What follows belongs to an exercise in optimizing a design on an open flow for small area; a production flow would make more cautious choices.
Function was not checked in any run shown here: the RTL went through the layout flow alone.

## flow/design.v (module list and top-level ports; edited modules follow where they fit)
// module fir_12bit: 5375 lines
// module fir_fa: 4 lines
module fir_12bit(
  input clk,
  input rst,
  input wire signed [11:0] signal_in,
  output wire signed [11:0] signal_out
);
  // ...
==> flow/run.sh <==
#!/bin/bash
# synth_recipe.tcl (not shown) runs the flow's synth.tcl, then flattens the netlist and writes it again
# the make line also repeats each setting of config.mk as NAME=value (left out here)
make -C /OpenROAD-flow-scripts/flow DESIGN_CONFIG=/design/flow/config.mk WORK_HOME=/design/flow/orfs CLKGATE_MAP_FILE= SYNTH_SCRIPT=/design/flow/synth_recipe.tcl finish
==> flow/config.mk <==
export PLATFORM = sky130hd
export DESIGN_NAME = fir_12bit
export DESIGN_NICKNAME = fir_12bit
export VERILOG_FILES = /design/flow/design.v
export SDC_FILE = /design/flow/constraint.sdc
export NUM_CORES = 4
export LEC_CHECK = 0
export CAP_MARGIN = 20
export CORE_MARGIN = 2
export CORE_UTILIZATION = 40
export CTS_BUF_LIST = sky130_fd_sc_hd__clkbuf_16
export CTS_CLUSTER_DIAMETER = 120
export CTS_CLUSTER_SIZE = 25
export GPL_TIMING_DRIVEN = 0
export SETUP_SLACK_MARGIN = 0.05
export SLEW_MARGIN = 20
export SYNTH_HIERARCHICAL = 1
==> flow/constraint.sdc <==
create_clock -name core_clock -period 12.0 [get_ports {clk}]
set_input_delay 2.4000 -clock core_clock [delete_from_list [all_inputs] [get_ports {clk}]]
set_output_delay 2.4000 -clock core_clock [all_outputs]
set_load 0.01 [all_outputs]
==> run notes, run 1 <==
* Outcome: finished clean
* Total CTS buffers at 40
* Skew-Pair Late Insertion Delay at 0.67 ns
* Syn Inst Count at 2622
* Critical path fanouts, max at 3
* Synth warn at 7
* Setup slack after layout at 0.2452 ns
* Most common cell in the synthesized netlist: fa_1
* Cell depth of the worst setup path at 32
* Multi-input gate area at 30040 µm²
* Initial core utilization at 40.39%
* Crit-path slowest cell: fa_1
* Violation count after the first detailed-routing iteration at 1757
* Placer Congestion at 1.047
* Die W at 363.3 µm
* Top post-synthesis cells by area: fa_1 55%, dfrtp_1 40%, ha_1 2.3%
* Number of cell rows at 131
* Commonest cells after routing, fill and taps aside: 1337 x fa_1, 831 x dfrtp_1, 249 x inv_1, 92 x fa_2, 91 x ha_1
* Hold slack at 0.3577 ns
* Initial DRT Pass Iterations at 6
* Placed instance area at 54220 µm²
* Hpwl dp at 139800 µm
* Simple-Gate Fraction of Synth Area at 0.05573%
* CLK BUF at 40
* Worst Setup End Kind: flip-flop
==> run 2, diff against run 1 <==
--- a/flow/config.mk
+++ b/flow/config.mk
@@ -11,4 +11,4 @@
 export CTS_BUF_LIST = sky130_fd_sc_hd__clkbuf_16
-export CTS_CLUSTER_DIAMETER = 120
-export CTS_CLUSTER_SIZE = 25
+export CTS_CLUSTER_DIAMETER = 140
+export CTS_CLUSTER_SIZE = 30
 export GPL_TIMING_DRIVEN = 0
==> run 2 against run 1 <==
Against the previous run: non-clock buffer count stayed put; worst hold slack got worse by 0.012 ns; core utilization down 0.097 points; global-route usage about the same; final cell count fell by 0.14%; fmax increased by 0.11%; cell area shrank 0.22%; count of clock-buffer cells in the layout shrank 5; worst setup slack improved by 0.013 ns.
==> run notes, run 2 <==
* Uppermost layer routed: met5 (unchanged)
* Die ar. at 132000 µm² (unchanged)
* Clock transition at the registers of the reported paths at 0.12 ns (was 0.11 ns)
* Most common cell on crit path: fa_1 (unchanged)
* First-pass GRT wire length at 222700 µm (was 221900 µm)
* Startpoint types: flip-flop (unchanged)
* Layout cells sized above 1 at 7.014% (was 7.036%)
* Total CTS buffers at 35 (was 40)
* Post-synth EDFFs at 0 (unchanged)
* Final Hold Viols at 0 (unchanged)
* Worst Tran Pin Value at 0.6524 ns (was 0.6573 ns)
* Root Buffer: clkbuf_16 (unchanged)
* Commonest cells after routing, fill and taps aside: 1333 x fa_1, 831 x dfrtp_1, 249 x inv_1, 96 x fa_2, 91 x ha_1 (was 1337 x fa_1, 831 x dfrtp_1, 249 x inv_1, 92 x fa_2, 91 x ha_1)
* Max Root-Sink Buffers at 3 (unchanged)
* Syn Nets at 4158 (unchanged)
* Crit share post-route at 97.85% (was 97.96%)
* Number of global-route vias before repair at 27960 (was 27950)
* Core area at 127800 µm² (unchanged)
* Endpoints failing setup at 0 (unchanged)
* Port bufs at 25 (unchanged)
* Leading area contributor after synthesis: fa_1 (unchanged)
* DR vias/cell at 5.046 (was 5.044)
* Hold Crit Class: flip-flop to flip-flop (unchanged)
* Initial antenna violation count at 3 (unchanged)
* Hold slack at 0.3456 ns (was 0.3577 ns)
* Met3 WL post-DR at 8943 µm (was 9500 µm)
* Nets at 4253 (was 4258)
* Vias post-DR at 22130 (was 22150)
* Critical path fanouts, max at 2 (was 3)
* Most common cell after layout, fill and taps aside: fa_1 (unchanged)
* Die W at 363.3 µm (unchanged)
* Finished Core Util at 43.51% (was 43.61%)
* Async SR Flop Fraction at 100.0% (unchanged)
* Wire length on met2 at 74970 µm (was 75400 µm)
* Skew-Pair Late Insertion Delay at 0.64 ns (was 0.67 ns)
* CTS tree: built (unchanged)
* Hold_buf cts at 0 (unchanged)
* Synth warn at 7 (unchanged)
* RSZ-0062 raised after global routing: no (unchanged)
* Max-cap violations at 0 (unchanged)
* Fmax at 0.08517 GHz (was 0.08507 GHz)
* Number of cell rows at 131 (unchanged)
* Top post-synthesis cells by area: fa_1 55%, dfrtp_1 40%, ha_1 2.3% (unchanged)
* Total GRT Usage at 24.98% (about the same)
* Layout Skew at 0.04816 ns (was 0.02909 ns)
* Setup slack after layout at 0.2585 ns (was 0.2452 ns)
* Outcome: finished clean (unchanged)
* Placed cell count at 4318 (unchanged)
* Initial DRT Pass Iterations at 5 (was 6)
* Post-route minimum period at 11.74 ns (was 11.75 ns)
* WP data required at 12.53 ns (was 12.55 ns)
* Avg WL per Cell at 34.98 µm (was 35.02 µm)
* Prevailing post-synth register cell: dfrtp_1 (unchanged)
* Largest net degree at the start of global routing at 101 (unchanged)
* Crit path DAT at 12.27 ns (was 12.30 ns)
* Final WL at 153400 µm (was 153800 µm)
* Worst Setup End Kind: flip-flop (unchanged)
* Die height at 363.3 µm (unchanged)
* Post-route DRC at 0 (unchanged)
* Post-Syn Area at 51640 µm² (unchanged)
* Synth cell types at 9 (unchanged)
* Layout Cells excl Fill at 4385 (was 4391)
* Most common library cells after synthesis: 1429 x fa_1, 831 x dfrtp_1, 252 x inv_1, 93 x ha_1, 12 x buf_4 (unchanged)
* N_diodes at 0 (unchanged)
* Yosys reg bits at 831 (unchanged)
* Routed Antenna Nets at 0 (unchanged)
* Most common cell in the synthesized netlist: fa_1 (unchanged)
* Layout overhead on the synthesized area at 7.730% (was 7.970%)
* Synthesized area per cell at 19.69 µm² (unchanged)
* Area share of the largest cell type after synthesis at 55.40% (unchanged)
* Setup CP Type: flip-flop to flip-flop (unchanged)
* I/O pin total at 26 (unchanged)
* Clock sinks at 831 (unchanged)
* Setup WS pre-CTS at -0.2175 ns (unchanged)
* Crit-path slowest cell: fa_2 (was fa_1)
* Fillers at 11050 (was 11060)
* Metal-1 WL at 63330 µm (was 62900 µm)
* CP max stage delay at 0.67 ns (was 0.73 ns)
* Hpwl dp at 139800 µm (unchanged)
* Initial core utilization at 40.39% (unchanged)
* GR Overflow Total at 0 (unchanged)
* Placer Congestion at 1.047 (unchanged)
* CTS H-tree lvls at 2 (unchanged)
* Slew HR at 56.46% (was 56.13%)
* Seq/Total Area, Yosys at 40.27% (unchanged)
* Violation count after the first detailed-routing iteration at 1903 (was 1757)
* Syn Inst Count at 2622 (unchanged)
* Fin. max-slew vios at 0 (unchanged)
==> run 2: cell count changes in the layout (fill, tap and decap cells not counted) <==
cell,previous run,this run
clkbuf_16,40,35
fa_1,1337,1333
fa_2,92,96
clkinv_2,0,2
clkinv_1,1,0
clkinvlp_4,1,0
inv_12,1,0
inv_16,0,1
inv_8,1,0
==> run 2: worst max-delay path: cells and delay by family, from the launching register on <==
family     cells  cell delay [ns]
fa+ha+maj     25            10.96
buf+inv        4             0.28
flops          1             0.40
==> run 2: cell families (layout without fill, tap and decap cells) <==
logic type / after synthesis / count (layout) / share of synthesized area (%)
adder cells (fa/ha/maj): 1522 / 1522 / 57.66
flip-flops: 831 / 831 / 40.27
buffers and inverters: 264 / 365 / 2.006
AND/OR/NAND/NOR: 4 / 4 / 0.05574
AO/OA/AOI/OAI: 1 / 1 / 0.009683
==> run 2: stage by stage <==
stage	instance area (µm²)	setup TNS, ns
finish	55630	0
CTS	55260	0
global placement	53970	-
detailed placement	54220	-0.3002
floorplan	51640	0
global route	55630	0
==> run 2: area by class of cell <==
| type | count | area, µm² | share of cell area, % |
|---|---|---|---|
| Multi-Input combinational cell | 1527 | 30050 | 54.02 |
| Sequential cell | 831 | 20790 | 37.38 |
| Tap cell | 1662 | 2079 | 3.738 |
| Inverter | 252 | 945.9 | 1.700 |
| Clock buffer | 35 | 875.8 | 1.574 |
| Timing Repair Buffer | 58 | 695.7 | 1.251 |
| Clock inverter | 8 | 95.09 | 0.1709 |
| Buffer | 12 | 90.09 | 0.1619 |
==> run 2: Yosys stat by module (local to each module, per instance) <==
module	flip-flops and latches	area, µm²	cells inside
fir_12bit	831	23030	1193
fir_fa	0	20.02	1
==> run 2: path summary, 6_finish.rpt <==
check	from	end	slack (ns)	cells past startpoint
max	r16[0]$_DFF_PN0_	q33$_DFF_PN0_	0.26	29
min reg2reg	r0[1]$_DFF_PN0_	r1[1]$_DFF_PN0_	0.35	0
max in group asynchronous	rst	r62[3]$_DFF_PN0_	8.15	5
max reg2reg	r16[0]$_DFF_PN0_	q33$_DFF_PN0_	0.26	29
min	r0[1]$_DFF_PN0_	r1[1]$_DFF_PN0_	0.35	0
min in group asynchronous	rst	r38[11]$_DFF_PN0_	1.63	1
==> run 2: routing by layer <==
metal  track usage [%]  vias up
met5                 0        -
met4             8.234        2
met3             4.355      210
met2             39.68      694
met1             35.37    13280
li1                  -     7941
==> run 2: timing repair <==
item                       CTS  global route
setup endpoints to repair    4             4
setup buffers                0            24
gates resized for setup     30            71
pin swaps                    1            19

==> static timing again, ports no longer ideal <==
Ports are ideal in the flow. The routed layouts listed here were re-timed in OpenROAD.
Step 1: set_driving_cell puts a clkbuf_16 on clk and a buf_2 on each other input, an assumption about the parent block.
Step 2 also shifts input and output timing later by t, the mid clock arrival at the registers, as if the neighbouring blocks saw the same clock.
Slacks: no drivers / after step 1 / after step 2; pairs: no drivers / after step 1.
| run | t (ns) | setup WS [ns] | pins driven straight from the clock port |
|---|---|---|---|
| run 1 | 0.720 | 0.245 / 0.245 / 0.245 | 1 |
| run 2 | 0.687 | 0.258 / 0.258 / 0.258 | 1 |
After both steps every run listed still meets setup and hold.
